Context: an optimization exercise on an open-source flow, tuned for a short achievable clock period and few clock cycles. The choices shown serve that exercise and are no tape-out recipe. In this exercise RTL edits were held to simulation tests only and were not proved equivalent to the original. Power and IR drop assume default switching activity.

==> 12-02: inputs <==
// as2650
module as2650(
	input reset,
	output [12:0] adr,
	input [7:0] dbus_in,
	output [7:0] dbus_out,
	output oeb,
	output rw,
	output opreq,
	output wrp,
	output m_io,
	output d_c,
	input sense,
	output flag,
	input clk
);
	localparam F     = 5'd0;   
	localparam OP1   = 5'd1;   
	localparam REL1  = 5'd2;   
	localparam ABSH  = 5'd3;   
	localparam ABSL  = 5'd4;   
	localparam INDH  = 5'd5;   
	localparam INDL  = 5'd6;   
	localparam DATA  = 5'd7;   
	localparam WR    = 5'd8;   
	localparam IOR   = 5'd9;   
	localparam IOW   = 5'd10;  
	localparam IOWL  = 5'd11;  
	localparam MUL   = 5'd12;  
	localparam RETL  = 5'd13;  
	localparam BRT   = 5'd14;  
	localparam BRL   = 5'd15;  
	localparam BR2   = 5'd16;  
	localparam BIND1 = 5'd17;  
	localparam BIND2 = 5'd18;  
	localparam BX1   = 5'd19;  
	localparam BX2   = 5'd20;  
	localparam BXI1  = 5'd21;  
	localparam BXI2  = 5'd22;  
	localparam HALT  = 5'd23;
	localparam MUL2  = 5'd24;  
	localparam EX_NONE = 3'd0;
	localparam EX_ALU  = 3'd1;  
	localparam EX_ROT  = 3'd2;
	localparam EX_MISC = 3'd3;  
	localparam EX_MUL  = 3'd4;
	localparam EX_HALU = 3'd5;  
	reg [7:0] r0;
	reg [7:0] r1, r2, r3;
	reg [7:0] s1, s2, s3;
	reg [14:0] pc;
	reg [6:0] psu;
	reg psu7;
	reg [7:0] psl;
	reg [14:0] stack[7:0];
	reg [7:0] addr_buff;
	reg [1:0] idx_ctrl;
	reg [4:0] ph;
	reg [24:0] pho;  
	reg [2:0] ex;
	reg [7:0] ir;
  ...
make LEC_CHECK=0 ABC_CLOCK_PERIOD_IN_PS=3000 CAP_MARGIN=20 CORE_MARGIN=2 CORE_UTILIZATION=40 SETUP_SLACK_MARGIN=4.5 SLEW_MARGIN=20 SYNTH_HIERARCHICAL=1 finish   # period 8.0 ns
run.sh (not shown) runs the stock make flow with config.mk's settings and CLKGATE_MAP_FILE= SYNTH_SCRIPT=/design/flow/synth_recipe.tcl, a recipe that flattens the netlist after the stock synthesis.
==> 04-06 (differences from 12-02) <==
--- a/flow/design.v
+++ b/flow/design.v
@@ -244,21 +244,21 @@
 	end
 	function sum_zero(input [7:0] a, input [7:0] b, input ci);
 		sum_zero = &((a ^ b) ~^ {a[6:0] | b[6:0], ci});
 	endfunction
 	wire is_add = aop == 3'd4;
 	wire alu_ci = is_add ? cin_add : (aop == 3'd5 ? cin_sub : 1'b1);
-	reg [7:0] ea, hb;
+	wire [7:0] h_b = is_add ? holding : ~holding;
 	wire [8:0] h9;
-	as2650_add8 u_h9(.a(ea), .b(hb), .ci(alu_ci), .s(h9));
+	as2650_add8 u_h9(.a(rn), .b(h_b), .ci(alu_ci), .s(h9));
 	wire [7:0] h_res = h9[7:0];
-	wire h_zero = sum_zero(ea, hb, alu_ci);
+	wire h_zero = sum_zero(rn, h_b, alu_ci);
 	wire [1:0] h_cc = {h9[7], !h9[7] && !h_zero};
-	wire h_c = h9[8] && !(hb == 8'hFF && alu_ci);
-	wire [1:0] h_cmp = (psl[1] || ea[7] == holding[7]) ?
-		(!h9[8] ? 2'b10 : (h_zero ? 2'b00 : 2'b01)) : (ea[7] ? 2'b10 : 2'b01);
+	wire h_c = h9[8] && !(h_b == 8'hFF && alu_ci);
+	wire [1:0] h_cmp = (psl[1] || rn[7] == holding[7]) ?
+		(!h9[8] ? 2'b10 : (h_zero ? 2'b00 : 2'b01)) : (rn[7] ? 2'b10 : 2'b01);
 	wire [1:0] a_dest = (ir[3:2] == 2'b11 && idx_ctrl != 0) ? 2'd0 : ir[1:0];
 	wire z_arith = aop == 3'd4 || aop == 3'd5 || aop == 3'd7;
 	wire [7:0] z_b = is_add ? rn : ~rn;
 	wire [8:0] z9;
 	as2650_add8 u_z9(.a(r0), .b(z_b), .ci(alu_ci), .s(z9));
 	wire z_zero = sum_zero(r0, z_b, alu_ci);
@@ -569,14 +569,12 @@
 			end
 			OP1: begin
 				go(F);
 				if(!ir[4]) begin  
 					if(a_arith) begin
 						holding <= d;
-						ea <= rn;
-						hb <= is_add ? d : ~d;
 						ex <= EX_HALU;
 					end else begin
 						;  
 						write_reg(ir[1:0], a_res);
 					end
 				end else begin
@@ -593,14 +591,12 @@
 				end
 			end
 			DATA: begin
 				go(F);
 				if(a_arith) begin
 					holding <= d;
-						ea <= rn;
-						hb <= is_add ? d : ~d;
 					ex <= EX_HALU;
 				end else begin
 					;  
 					write_reg(a_dest, a_res);
 				end
 			end
@@ -762,13 +758,13 @@
 				if(aop == 3'd7) begin
 					;  
 				end else begin
 					;  
 					write_reg(a_dest, h_res);
 					psl[5] <= h_res[4];
-					psl[2] <= ea[7] == holding[7] && h_res[7] != ea[7];
+					psl[2] <= rn[7] == holding[7] && h_res[7] != rn[7];
 					psl[0] <= h_c;
 				end
 			end
 		end
 	end
 	wire e_push = pho[F] && ex == EX_MISC && ir == 8'h11;
Settings changed: SETUP_SLACK_MARGIN 4.5 to 5.
==> 02-16 (differences from 12-02) <==
--- a/flow/design.v
+++ b/flow/design.v
@@ -55,12 +55,14 @@
 	reg [14:0] stack[7:0];
 	reg [7:0] addr_buff;
 	reg [1:0] idx_ctrl;
 	reg [4:0] ph;
 	reg [24:0] pho;  
 	reg [2:0] ex;
+	reg [5:0] exo;           
+	reg op_add, op_sub, op_str, op_cmp;  
 	reg [7:0] ir;
 	reg [7:0] holding;
 	reg push_pend;        
 	reg [14:0] ret_r;
 	reg [9:0] pp0, pp1, pp2, pp3;
 	reg [11:0] mp_lo;
@@ -204,15 +206,15 @@
 	wire d_red = d[4] && !d[3] && (dhi == 4'h3 || dhi == 4'h7) && !d[2];
 	wire d_wrt = d[4] && !d[3] && (dhi == 4'hB || dhi == 4'hF) && !d[2];
 	wire d_rot = d[4] && !d[3] && (dhi == 4'h5 || dhi == 4'hD) && !d[2];
 	wire d_misc1 = d == 8'h10 || d == 8'h11 || d == 8'h12 || d == 8'h13 ||
 		d == 8'h91 || d == 8'h92 || d == 8'h93;
 	wire d_mul = d == 8'h90;
-	wire e_pend = ex != EX_NONE;
+	wire e_pend = !exo[EX_NONE];
 	wire br_defer = !d_uncond && e_pend;
-	wire ret_defer = ex == EX_MISC || push_pend || (d[1:0] != 2'b11 && e_pend);
+	wire ret_defer = exo[EX_MISC] || push_pend || (d[1:0] != 2'b11 && e_pend);
 	reg [6:0] ob_lo;
 	reg [5:0] ob_hi, ob_hi_p1, ob_hi_m1;
 	wire [14:0] ob_hi_p1_w = inc15({9'd0, pc_p2[12:7]});
 	wire [14:0] ob_hi_m1_w = dec15({9'd0, pc_p2[12:7]});
 	wire [12:0] abs_base = {addr_buff[4:0], d};
 	wire [14:0] r_addr_p1_w = inc15({2'b00, r_addr});
@@ -229,38 +231,38 @@
 	wire is_store = ir[7:5] == 3'd6;
 	wire [7:0] st_data = addr_buff[6:5] != 0 ? r0 : rn;
 	wire push_early = is_call(hi) && ir != 8'hBB;
 	wire [2:0] aop = ir[7:5];
 	wire cin_add = psl[3] && psl[0];
 	wire cin_sub = !psl[3] || psl[0];
-	wire a_arith = aop == 3'd4 || aop == 3'd5 || aop == 3'd7;
+	wire a_arith = op_add || op_sub || op_cmp;
 	reg [7:0] a_res;
 	always @(*) begin
 		case(aop)
 			3'd1: a_res = rn ^ d;
 			3'd2: a_res = rn & d;
 			3'd3: a_res = rn | d;
 			default: a_res = d;
 		endcase
 	end
 	function sum_zero(input [7:0] a, input [7:0] b, input ci);
 		sum_zero = &((a ^ b) ~^ {a[6:0] | b[6:0], ci});
 	endfunction
-	wire is_add = aop == 3'd4;
-	wire alu_ci = is_add ? cin_add : (aop == 3'd5 ? cin_sub : 1'b1);
+	wire is_add = op_add;
+	wire alu_ci = is_add ? cin_add : (op_sub ? cin_sub : 1'b1);
 	reg [7:0] ea, hb;
 	wire [8:0] h9;
 	as2650_add8 u_h9(.a(ea), .b(hb), .ci(alu_ci), .s(h9));
 	wire [7:0] h_res = h9[7:0];
 	wire h_zero = sum_zero(ea, hb, alu_ci);
 	wire [1:0] h_cc = {h9[7], !h9[7] && !h_zero};
 	wire h_c = h9[8] && !(hb == 8'hFF && alu_ci);
 	wire [1:0] h_cmp = (psl[1] || ea[7] == holding[7]) ?
 		(!h9[8] ? 2'b10 : (h_zero ? 2'b00 : 2'b01)) : (ea[7] ? 2'b10 : 2'b01);
 	wire [1:0] a_dest = (ir[3:2] == 2'b11 && idx_ctrl != 0) ? 2'd0 : ir[1:0];
-	wire z_arith = aop == 3'd4 || aop == 3'd5 || aop == 3'd7;
+	wire z_arith = op_add || op_sub || op_cmp;
 	wire [7:0] z_b = is_add ? rn : ~rn;
 	wire [8:0] z9;
 	as2650_add8 u_z9(.a(r0), .b(z_b), .ci(alu_ci), .s(z9));
 	wire z_zero = sum_zero(r0, z_b, alu_ci);
 	wire [1:0] z_cc = {z9[7], !z9[7] && !z_zero};
 	wire z_c = z9[8] && !(z_b == 8'hFF && alu_ci);
@@ -287,12 +289,18 @@
 			if(v[4] != psl[4]) begin
 				r1 <= s1; r2 <= s2; r3 <= s3;
 				s1 <= r1; s2 <= r2; s3 <= r3;
 			end
 		end
 	endtask
+	task set_ex(input [2:0] k);
+		begin
+			ex <= k;
+			exo <= 6'd1 << k;
+		end
+	endtask
 	task go(input [4:0] p);
 		begin
 			ph <= p;
 			pho <= 25'd1 << p;
 		end
 	endtask
@@ -367,21 +375,21 @@
 	wire [14:0] pc_nx = ({15{pho[F]}} & f_pc) | ({15{sel_pc_sum}} & pc_sum) | ({15{sel_pc_cat}} & pc_cat) |
 		({15{pho[BIND2]}} & {2'b00, d[4:0], addr_buff}) | ({15{pc_sel_rest}} & pc_early);
 	wire ra_sel_rest = !(pho[F] || sel_sum || pho[BIND2] || pho[BR2]);
 	wire [12:0] r_addr_nx = ({13{pho[F]}} & f_pc[12:0]) | ({13{sel_sum}} & sum_addr) |
 		({13{pho[BIND2]}} & {d[4:0], addr_buff}) | ({13{pho[BR2]}} & {hi_tmp[4:0], d}) |
 		({13{ra_sel_rest}} & r_addr_early);
-	wire e_zalu = pho[F] && ex == EX_ALU;
-	wire e_halu = pho[F] && ex == EX_HALU;
-	wire cc_r0 = (e_zalu && aop == 3'd6) || (pho[F] && ex == EX_MISC && (ir == 8'h12 || ir == 8'h13));
-	wire cc_zl = e_zalu && !z_arith && aop != 3'd6;
-	wire cc_zc = e_zalu && aop == 3'd7;
-	wire cc_za = e_zalu && z_arith && aop != 3'd7;
-	wire cc_rot = pho[F] && ex == EX_ROT;
-	wire cc_hc = e_halu && aop == 3'd7;
-	wire cc_ha = e_halu && aop != 3'd7;
+	wire e_zalu = pho[F] && exo[EX_ALU];
+	wire e_halu = pho[F] && exo[EX_HALU];
+	wire cc_r0 = (e_zalu && op_str) || (pho[F] && exo[EX_MISC] && (ir == 8'h12 || ir == 8'h13));
+	wire cc_zl = e_zalu && !z_arith && !op_str;
+	wire cc_zc = e_zalu && op_cmp;
+	wire cc_za = e_zalu && z_arith && !op_cmp;
+	wire cc_rot = pho[F] && exo[EX_ROT];
+	wire cc_hc = e_halu && op_cmp;
+	wire cc_ha = e_halu && !op_cmp;
 	wire cc_al = ((pho[OP1] && !ir[4]) || pho[DATA]) && !a_arith;
 	wire cc_tu = pho[OP1] && (ir == 8'hB4 || ir == 8'hB6);
 	wire cc_tl = pho[OP1] && (ir == 8'hB5 || ir == 8'hB7);
 	wire cc_tm = pho[OP1] && ir[7:2] == 6'b111101;
 	wire cc_io = pho[IOR];
 	wire cc_we = cc_r0 || cc_zl || cc_zc || cc_za || cc_rot || cc_hc || cc_ha || cc_al || cc_tu || cc_tl || cc_tm || cc_io;
@@ -417,13 +425,13 @@
 			s1 <= 0; s2 <= 0; s3 <= 0;
 			psu <= 0;
 			psu7 <= 0;
 			psl <= 0;
 			go(F);
 			push_pend <= 0;
-			ex <= EX_NONE;
+			set_ex(EX_NONE);
 			r_addr <= 0;
 			r_opreq <= 1;
 			r_rw <= 0;
 			r_oeb <= 1;
 			r_m_io <= 1;
 			r_d_c <= 0;
@@ -439,13 +447,13 @@
 			push_pend <= 0;
 			if(push_pend) psu[2:0] <= sp + 3'd1;
 			case(ph)
 			F: begin
 				case(ex)
 					EX_ALU: begin
-						if(aop == 3'd6) begin  
+						if(op_str) begin  
 							write_reg(ir[1:0], r0);
 							;  
 						end else if(!z_arith) begin
 							;  
 							r0 <= z_logic;
 						end
@@ -493,26 +501,30 @@
 						write_reg(2'd2, mul_res[7:0]);
 						write_reg(2'd3, mul_res[15:8]);
 					end
 					default: ;
 				endcase
 				ir <= d;
+				op_add <= d[7:5] == 3'd4;
+				op_sub <= d[7:5] == 3'd5;
+				op_str <= d[7:5] == 3'd6;
+				op_cmp <= d[7:5] == 3'd7;
 				irs <= 4'b0001 << d[1:0];
 				ob_lo <= pc_p2[6:0];
 				xlo_r <= {1'b0, pc_p2[6:0]};
 				ob_hi <= pc_p2[12:7];
 				ob_hi_p1 <= ob_hi_p1_w[5:0];
 				ob_hi_m1 <= ob_hi_m1_w[5:0];
-				ex <= EX_NONE;
+				set_ex(EX_NONE);
 				go(F);
 				if(d == 8'h40) begin  
 					go(HALT);
 					r_opreq <= 0;
 				end else if(d[4] == 0) begin
 					if(d[3:2] == 2'b00) begin
-						ex <= d == 8'hC0 ? EX_NONE : EX_ALU;
+						set_ex(d == 8'hC0 ? EX_NONE : EX_ALU);
 					end else if(d[3:2] == 2'b01) begin
 						go(OP1);
 					end else if(d[3:2] == 2'b10) begin
 						go(REL1);
 					end else begin
 						go(ABSH);
@@ -554,15 +566,15 @@
 						r_rw <= 1;
 						r_oeb <= 0;
 						r_wrp <= 1;
 						b_buf <= rd;
 					end
 				end else if(d_rot) begin
-					ex <= EX_ROT;
+					set_ex(EX_ROT);
 				end else if(d_misc1) begin
-					ex <= EX_MISC;
+					set_ex(EX_MISC);
 				end else if(d_mul) begin
 					go(MUL);
 					r_opreq <= 0;
 				end else begin  
 					go(OP1);
 				end
@@ -571,13 +583,13 @@
 				go(F);
 				if(!ir[4]) begin  
 					if(a_arith) begin
 						holding <= d;
 						ea <= rn;
 						hb <= is_add ? d : ~d;
-						ex <= EX_HALU;
+						set_ex(EX_HALU);
 					end else begin
 						;  
 						write_reg(ir[1:0], a_res);
 					end
 				end else begin
 					case(ir)
@@ -595,13 +607,13 @@
 			DATA: begin
 				go(F);
 				if(a_arith) begin
 					holding <= d;
 						ea <= rn;
 						hb <= is_add ? d : ~d;
-					ex <= EX_HALU;
+					set_ex(EX_HALU);
 				end else begin
 					;  
 					write_reg(a_dest, a_res);
 				end
 			end
 			IOR: begin
@@ -670,13 +682,13 @@
 				pp3 <= r0 * r1[7:6];
 				go(MUL2);
 			end
 			MUL2: begin
 				mp_lo <= {2'b00, pp0} + {pp1, 2'b00};
 				mp_hi <= {2'b00, pp2} + {pp3, 2'b00};
-				ex <= EX_MUL;
+				set_ex(EX_MUL);
 				go(F);
 				r_opreq <= 1;
 			end
 			RETL: begin
 				r_opreq <= 1;
 				if(ret_taken) begin
@@ -744,37 +756,37 @@
 			BXI2: begin
 				go(F);
 			end
 			default: ;
 			endcase
 			if(cc_we) psl[7:6] <= cc_nx;
-			if(pho[F] && ex == EX_ALU && z_arith) begin
-				if(aop == 3'd7) begin
+			if(pho[F] && exo[EX_ALU] && z_arith) begin
+				if(op_cmp) begin
 					;  
 				end else begin
 					;  
 					r0 <= z9[7:0];
 					psl[5] <= z9[4];
 					psl[2] <= r0[7] == rn[7] && z9[7] != r0[7];
 					psl[0] <= z_c;
 				end
 			end
-			if(pho[F] && ex == EX_HALU) begin
-				if(aop == 3'd7) begin
+			if(pho[F] && exo[EX_HALU]) begin
+				if(op_cmp) begin
 					;  
 				end else begin
 					;  
 					write_reg(a_dest, h_res);
 					psl[5] <= h_res[4];
 					psl[2] <= ea[7] == holding[7] && h_res[7] != ea[7];
 					psl[0] <= h_c;
 				end
 			end
 		end
 	end
-	wire e_push = pho[F] && ex == EX_MISC && ir == 8'h11;
+	wire e_push = pho[F] && exo[EX_MISC] && ir == 8'h11;
 	always @(posedge clk) begin
 		if(push_pend) stack[sp] <= ret_r;
 		if(e_push) begin
 			stack[sp_m1][7:0] <= r0;
 			stack[sp][14:8] <= r1[6:0];
 		end
==> run notes <==
The highest non-clock buffer count belongs to 04-06, the lowest to 02-16. Sequential share of layout area: 04-06 < 12-02 < 02-16. In 02-16 the combinational power is lower than in 04-06, by 34%. Final area: 02-16 < 12-02 < 04-06. Between 02-16 and 12-02, the lower sequential cell count is in 12-02 (gap 9). The highest core utilization belongs to 04-06, the lowest to 02-16. Cell count, lowest first: 12-02, 02-16, 04-06. Worst hold slack, highest first: 02-16, 04-06, 12-02. In die area, 12-02 and 04-06 do not differ. Of 04-06 and 02-16, 04-06 has the higher maximum frequency (gap about 11%, measured against 02-16).
==> figures <==
|  | 04-06 | 12-02 | 02-16 |
|---|---|---|---|
| Status | complete, no violations | complete, no violations | complete, no violations |
| Static leakage | 17.93 nW | 15.81 nW | 15.59 nW |
| Share of the yosys chip area belonging to registers | 31.51% | 32.28% | 32.11% |
| TAP cells | 1155 | 1155 | 1165 |
| Clk pwr share | 14.3% | 16.3% | 17.7% |
| Std-Cell Core Area | 86620 um2 | 86620 um2 | 88510 um2 |
| Fin nets | 4715 | 4480 | 4553 |
| Detailed-routing iteration count for the pre-antenna-repair pass | 15 | 13 | 11 |
| Relative max-transition margin | 14.33% | 12.21% | 13.25% |
| Antenna violations before repair | 14 | 11 | 12 |
| Number of buffers added for setup after CTS | 286 | 105 | 96 |
| Core Util, Final | 55.69% | 49.60% | 48.48% |
| Fin crit period | 3.653 ns | 3.716 ns | 4.056 ns |
| Worst Hold Endpoint | mp_lo[1] | mp_hi[0] | mp_lo[0] |
| Portion of the layout cell area used by clock cells | 3.875% | 4.031% | 3.969% |
| Clock latency at the later pin of the worst-skew pair | 0.67 ns | 0.68 ns | 0.66 ns |
| Worst hold slack | 0.4133 ns | 0.3966 ns | 0.4259 ns |
| Adder-cell share of the synthesized area | 7.497% | 7.526% | 7.419% |
| Arrival @ worst endpoint | 4.17 ns | 4.23 ns | 4.57 ns |
| Number of non-filler instances in the completed layout | 5709 | 5473 | 5548 |
| Achievable frequency | 273.8 MHz | 269.1 MHz | 246.5 MHz |
| Total of clock buffers placed in the layout | 72 | 72 | 61 |
Testbench counts of 12-02, summed over its fixed seeds: cycles 21,388.
Testbench counts of 04-06, summed over its fixed seeds: cycles 21,388.
Testbench counts of 02-16, summed over its fixed seeds: cycles 21,388.

what the ideal ports hide:
No port has a modelled driver above. Below, the same layouts with a new extraction and two added sets of constraints.
Step 1: set_driving_cell puts a clkbuf_16 on clk and a buf_2 on each other input, an assumption about the parent block.
Step 2 moves the port delays by t, midway between the first and last clock arrival at a register: inputs arrive t later, outputs are due t later. That takes back most of the time a late clock gives input paths.
Three values: ideal, step 1, step 2; two values: the first two.
run | t, ns | setup slack, ns | hold WS [ns] | worst setup path after step 2 | worst register clock-pin slew, ns
12-02 | 0.728 | 4.284 / 4.284 / 3.600 | 0.397 / 0.397 / 0.397 | input to register | 0.07 / 0.07
04-06 | 0.713 | 4.347 / 4.347 / 3.686 | 0.413 / 0.413 / 0.413 | input to register | 0.07 / 0.07
02-16 | 0.712 | 3.944 / 3.943 / 3.503 | 0.426 / 0.426 / 0.426 | input to register | 0.07 / 0.07
After both steps every run listed still meets setup and hold. For 12-02, which loses most, drivers alone change the setup slack by 0.000 ns; drivers and shift together by -0.684 ns.
